Context: an optimization exercise on an open-source flow, tuned for small area and a short achievable clock period. The choices shown serve that exercise and are no tape-out recipe.
RTL that was checked went through simulation tests only; none was proved equivalent to the original.

Setup of 02-23:
==> flow/design.v (excerpt) <==
module top #(parameter m = 7) (
    input clk,
    input signed [m-1:0] noise_in,
    output reg signed [2*m-1:0] filter_out
);
export LEC_CHECK = 0
export CAP_MARGIN = 20
export CORE_MARGIN = 2
export CORE_UTILIZATION = 60
export CTS_BUF_LIST = sky130_fd_sc_hd__clkbuf_4
export SLEW_MARGIN = 20
export SYNTH_HIERARCHICAL = 1
create_clock -name core_clock -period 10.0 [get_ports {clk}]
standard.sh (not shown) runs the stock make flow with config.mk's settings and CLKGATE_MAP_FILE= SYNTH_SCRIPT=/design/flow/synth_recipe.tcl, a recipe that flattens the netlist after the stock synthesis.
==> flow/flow/run.sh <==
#!/bin/bash
# The standard ORFS layout, with one change: the port buffers are buf_4
# cells instead of the delay buffer that buffer_ports picks by default, which
# puts about half a nanosecond on every path from an input.
set -euo pipefail
export BUFFER_PORTS_ARGS="-buffer_cell sky130_fd_sc_hd__buf_4"
export SETUP_SLACK_MARGIN=6.9
export SETUP_MOVE_SEQUENCE=sizeup,swap
bash standard.sh finish > standard.log 2>&1
What 12-01 does differently from 02-23 at the input level:
--- a/flow/flow/run.sh
+++ b/flow/flow/run.sh
@@ -5,5 +5,3 @@
 set -euo pipefail
 export BUFFER_PORTS_ARGS="-buffer_cell sky130_fd_sc_hd__buf_4"
-export SETUP_SLACK_MARGIN=6.9
-export SETUP_MOVE_SEQUENCE=sizeup,swap
 bash standard.sh finish > standard.log 2>&1
==> notes.md <==
Of the two candidates, 02-23 has the worse final area and 12-01 the better one.
Maximum frequency of 12-01 falls short of that of 02-23 by a few percent.
Global-route track usage on met2 for 12-01: 2.8 points down relative to 02-23
No run of this note included a check of the RTL's function; only the layout flow was run.

========
Another version of the RTL of top (not shown whole).
Size in the first run: ~22 I/O pins.
Settings: LEC_CHECK=0, CAP_MARGIN=20, CORE_MARGIN=2, CORE_UTILIZATION=60, CTS_BUF_LIST=sky130_fd_sc_hd__clkbuf_4 sky130_fd_sc_hd__clkbuf_8, SLEW_MARGIN=20, SYNTH_HIERARCHICAL=1; clock period 10.0 ns.
==> flow/flow/run.sh <==
#!/bin/bash
# The standard ORFS layout, with one change: the port buffers are buf_4
# cells instead of the delay buffer that buffer_ports picks by default, which
# puts about half a nanosecond on every path from an input.
set -euo pipefail
export BUFFER_PORTS_ARGS="-buffer_cell sky130_fd_sc_hd__buf_4"
bash standard.sh finish > standard.log 2>&1
Change:
Settings changed: CTS_BUF_LIST sky130_fd_sc_hd__clkbuf_4 sky130_fd_sc_hd__clkbuf_8 to sky130_fd_sc_hd__clkbuf_4.
After rerunning:
- The new run completed without violations
- clock-buffer cell count does not change
- first-iteration DRC count fell by 2.4%
- die area is unchanged
- final area falls by 1.5%
No run of this note included a check of the RTL's function; only the layout flow was run.

========
Another version of the RTL of top (not shown whole).
For scale: about 22 I/O pins, about 6100 µm² of cells after synthesis.
Design top, start of the top module:
module top #(parameter m = 7) (
    input clk,
    input signed [m-1:0] noise_in,
    output reg signed [2*m-1:0] filter_out
);
==> flow/config.mk <==
export PLATFORM = sky130hd
export DESIGN_NAME = top
export DESIGN_NICKNAME = top
export VERILOG_FILES = /design/flow/design.v
export SDC_FILE = /design/flow/constraint.sdc
export NUM_CORES = 4
export LEC_CHECK = 0
export CAP_MARGIN = 20
export CORE_MARGIN = 2
export CORE_UTILIZATION = 60
export CTS_BUF_LIST = sky130_fd_sc_hd__clkbuf_4
export SLEW_MARGIN = 20
export SYNTH_HIERARCHICAL = 1
==> flow/constraint.sdc <==
create_clock -name core_clock -period 10.0 [get_ports {clk}]
set_input_delay 2.0000 -clock core_clock [delete_from_list [all_inputs] [get_ports {clk}]]
set_output_delay 2.0000 -clock core_clock [all_outputs]
set_load 0.01 [all_outputs]
==> flow/flow/run.sh <==
#!/bin/bash
# The standard ORFS layout with these changes:
# * the port buffers are buf_4 cells instead of the delay buffer that
#   buffer_ports picks by default (about half a nanosecond on every input);
# * from clock-tree synthesis on, the standard repair_timing steps aim for
#   6.95 ns of setup slack, resizing and swapping pins only, so that the few
#   paths from the input port get larger gates; the constraints (10 ns clock,
#   2 ns input and output delays) are unchanged;
# * clock-tree synthesis inserts no dummy loads (cells that only add load to
#   balance the tree: about 200 um2 of this small design's area);
# * after floorplanning, logic cells that synthesis gave a drive strength
#   above 1 are set back to drive 1 (flow/downsize.tcl); repair upsizes them
#   again where needed.
set -euo pipefail
export BUFFER_PORTS_ARGS="-buffer_cell sky130_fd_sc_hd__buf_4"
export CTS_ARGS="-sink_clustering_enable -repair_clock_nets -buf_list sky130_fd_sc_hd__clkbuf_4 -dont_use_dummy_load"
bash standard.sh floorplan > standard_floorplan.log 2>&1
ODB=orfs/results/sky130hd/top/base/2_floorplan.odb openroad -no_init -exit flow/downsize.tcl > downsize.log 2>&1
bash standard.sh place > standard_place.log 2>&1
export SETUP_SLACK_MARGIN=6.95
export SETUP_MOVE_SEQUENCE=sizeup,swap
bash standard.sh finish > standard_finish.log 2>&1
==> flow/flow/downsize.tcl <==
# After floorplanning: every logic cell that synthesis mapped to a drive
# strength above 1 becomes the drive-1 cell of the same function; the later
# repair steps upsize again wherever slew, load or timing call for it.
set odb $::env(ODB)
read_db $odb
set db [ord::get_db]
set n 0
foreach inst [[ord::get_db_block] getInsts] {
  set m [[$inst getMaster] getName]
  if {[regexp {^(sky130_fd_sc_hd__(a21oi|o21ai|nor2b|nand2b|nor2|nand2|xor2|xnor2|inv|a21o|o21a|and2|or2|and2b))_([2-9]|1[0-9])$} $m -> base]} {
    set small [$db findMaster ${base}_1]
    if {$small ne "NULL" && $small ne ""} {
      if {[$inst swapMaster $small]} { incr n }
    }
  }
}
puts "downsized $n cells"
write_db $odb
Edit:
--- a/flow/flow/run.sh
+++ b/flow/flow/run.sh
@@ -5,3 +5,3 @@
 # * from clock-tree synthesis on, the standard repair_timing steps aim for
-#   6.95 ns of setup slack, resizing and swapping pins only, so that the few
+#   7.0 ns of setup slack, resizing and swapping pins only, so that the few
 #   paths from the input port get larger gates; the constraints (10 ns clock,
@@ -19,3 +19,3 @@
 bash standard.sh place > standard_place.log 2>&1
-export SETUP_SLACK_MARGIN=6.95
+export SETUP_SLACK_MARGIN=7.0
 export SETUP_MOVE_SEQUENCE=sizeup,swap
After rerunning: Die area stays the same. Synthesized cell count is unchanged. Worst setup slack improved by 0.025 ns. Cell area grows by about 1%. Critical path depth stays the same. Via count is about the same. Routed wire length stays flat. Global-route usage stays flat. Cell count does not change.
Edit:
--- a/flow/flow/run.sh
+++ b/flow/flow/run.sh
@@ -5,3 +5,3 @@
 # * from clock-tree synthesis on, the standard repair_timing steps aim for
-#   7.0 ns of setup slack, resizing and swapping pins only, so that the few
+#   6.95 ns of setup slack, resizing and swapping pins only, so that the few
 #   paths from the input port get larger gates; the constraints (10 ns clock,
@@ -19,4 +19,4 @@
 bash standard.sh place > standard_place.log 2>&1
-export SETUP_SLACK_MARGIN=7.0
-export SETUP_MOVE_SEQUENCE=sizeup,swap
+export SETUP_SLACK_MARGIN=6.95
+export SETUP_MOVE_SEQUENCE=sizeup,swap,buffer,clone,split
 bash standard.sh finish > standard_finish.log 2>&1
=> Global-route usage hardly moves. Final area drops by 1.2%. Wire length climbs by 0.70%. Via count grows by 1.3%. Worst setup slack is worse by 0.050 ns. Die area stays the same. Area after synthesis does not change. Cell count grows by about 0.8%. Worst hold slack barely changes.
Edit:
--- a/flow/flow/run.sh
+++ b/flow/flow/run.sh
@@ -20,3 +20,3 @@
 export SETUP_SLACK_MARGIN=6.95
-export SETUP_MOVE_SEQUENCE=sizeup,swap,buffer,clone,split
+export SETUP_MOVE_SEQUENCE=sizeup,swap
 bash standard.sh finish > standard_finish.log 2>&1
Settings changed: PLACE_DENSITY from default to 0.8.
Final area falls by about 0.34%; via count came out higher by about 1.4%; die area stays the same; first-iteration DRC count climbs by about 110%; worst hold slack degrades by 0.022 ns; setup slack loses 0.066 ns.
Edit:
--- a/flow/flow/run.sh
+++ b/flow/flow/run.sh
@@ -20,3 +20,3 @@
 export SETUP_SLACK_MARGIN=6.95
-export SETUP_MOVE_SEQUENCE=sizeup,swap
+export SETUP_MOVE_SEQUENCE=sizeup,swap,split
 bash standard.sh finish > standard_finish.log 2>&1
Settings changed: PLACE_DENSITY 0.8 to default.
After rerunning:
- The changed run ran to the end with no violations
- worst setup slack gets better by 0.092 ns
- routed wire length decreases by 4.2%
- final cell count is unchanged
- first-iteration DRC count decreases by 58%
- maximum frequency increases by 3.0%
- design area increases by 0.52%

========
top, a different RTL version from the one above (not shown whole).
Size in the first run: roughly 540 cells after synthesis, about 120 flip-flops, roughly 22 I/O pins, about 6800 sq um of cells after synthesis.
// top
module top #(parameter m = 7) (
    input clk,
    input signed [m-1:0] noise_in,
    output reg signed [2*m-1:0] filter_out
);
    reg [6:0] d0, d1, d2, d3, d4, d5, d6, d7;
    reg [13:0] s2;
    reg [12:0] c2;
    reg [13:0] s1;
    reg [12:0] c1;
    wire n1, n2, n3, n4, n5, n6, n7, n8, n9, n10, n11, n12;
    wire n13, n14, n15, n16, n17, n18, n19, n20, n21, n22, n23, n24;
    wire n25, n26, n27, n28, n29, n30, n31, n32, n33, n34, n35, n36;
    wire n37, n38, n39, n40, n41, n42, n43, n44, n45, n46, n47, n48;
    wire n49, n50, n51, n52, n53, n54, n55, n56, n57, n58, n59, n60;
    wire n61, n62, n63, n64, n65, n66, n67, n68, n69, n70, n71, n72;
    wire n73, n74, n75, n76, n77, n78, n79, n80, n81, n82, n83, n84;
    wire n85, n86, n87, n88, n89, n90, n91, n92, n93, n94, n95, n96;
    wire n97, n98, n99, n100, n101, n102, n103, n104, n105, n106, n107, n108;
  ...
==> flow/config.mk <==
export PLATFORM = sky130hd
export DESIGN_NAME = top
export DESIGN_NICKNAME = top
export VERILOG_FILES = /design/flow/design.v
export SDC_FILE = /design/flow/constraint.sdc
export NUM_CORES = 4
export LEC_CHECK = 0
export CAP_MARGIN = 20
export CORE_MARGIN = 2
export CORE_UTILIZATION = 40
export SLEW_MARGIN = 20
export SYNTH_HIERARCHICAL = 1
==> flow/constraint.sdc <==
create_clock -name core_clock -period 10.0 [get_ports {clk}]
set_input_delay 2.0000 -clock core_clock [delete_from_list [all_inputs] [get_ports {clk}]]
set_output_delay 2.0000 -clock core_clock [all_outputs]
set_load 0.01 [all_outputs]
==> flow/flow/run.sh <==
#!/bin/bash
# The standard ORFS layout, with one change: the port buffers are buf_4
# cells instead of the delay buffer that buffer_ports picks by default, which
# puts about half a nanosecond on every path from an input.
set -euo pipefail
export BUFFER_PORTS_ARGS="-buffer_cell sky130_fd_sc_hd__buf_4"
bash standard.sh finish > standard.log 2>&1
Rerun with:
==> flow/run.sh (new file) <==
#!/bin/bash
# synth_recipe.tcl (not shown) runs the flow's synth.tcl, then flattens the netlist and writes it again
# the make line also repeats each setting of config.mk as NAME=value (left out here)
make -C /OpenROAD-flow-scripts/flow DESIGN_CONFIG=/design/flow/config.mk WORK_HOME=/design/flow/orfs CLKGATE_MAP_FILE= SYNTH_SCRIPT=/design/flow/synth_recipe.tcl finish
removed: flow/flow/run.sh
removed: flow/standard.sh
Outcome: Routed wire length barely changes; hold slack barely changes; flip-flop and latch count does not change; first-iteration DRC count decreases by about a fifth; cell area hardly moves; non-clock buffer count is unchanged; die area stays the same; global-route usage increases by 0.12 points; setup slack loses 0.44 ns.
No functional check of the RTL was part of any run of this note.

re-timing with driven ports:
In the flow no input, the clock included, has a driving cell. The finished layouts below were timed again as built, in two steps.
Step 1 sets driving cells, clkbuf_16 on the clock port and buf_2 on the other inputs (assumed; they add their load-dependent delay and slew).
Step 2 adds t to the input delays and takes it off the output delays; t is the mean of the earliest and latest rising clock arrival at the registers after step 1. Input paths then give back, and output paths get back, about the clock's delay inside the block.
Three values: no drivers, after step 1, after step 2; two values: the first two.
run	t, ns	slack for setup (ns)	worst register clock-pin slew, ns	worst data-port slew with drivers (ns)
02-23	0.526	6.944 / 6.950 / 6.424	0.13 / 0.13	0.03
12-01	0.552	6.833 / 6.847 / 6.295	0.11 / 0.11	0.03
the first run of note 2	0.449	6.665 / 6.679 / 6.230	0.08 / 0.08	0.03
the second run of note 2	0.515	6.752 / 6.766 / 6.251	0.12 / 0.12	0.03
the first run of note 3	0.514	6.955 / 6.952 / 6.438	0.10 / 0.10	0.04
the second run of note 3	0.513	6.980 / 6.960 / 6.447	0.10 / 0.10	0.06
the third run of note 3	0.514	6.930 / 6.939 / 6.426	0.10 / 0.10	0.04
the fourth run of note 3	0.511	6.863 / 6.870 / 6.359	0.12 / 0.12	0.04
the fifth run of note 3	0.514	6.955 / 6.952 / 6.438	0.10 / 0.10	0.04
the first run of note 4	0.452	6.674 / 6.688 / 6.236	0.06 / 0.06	0.04
the second run of note 4	0.448	6.230 / 6.248 / 5.800	0.06 / 0.06	0.03
After both steps setup and hold are still met in every run listed. For 12-01, which loses most, drivers alone change the setup slack by +0.014 ns; drivers and shift together by -0.538 ns.
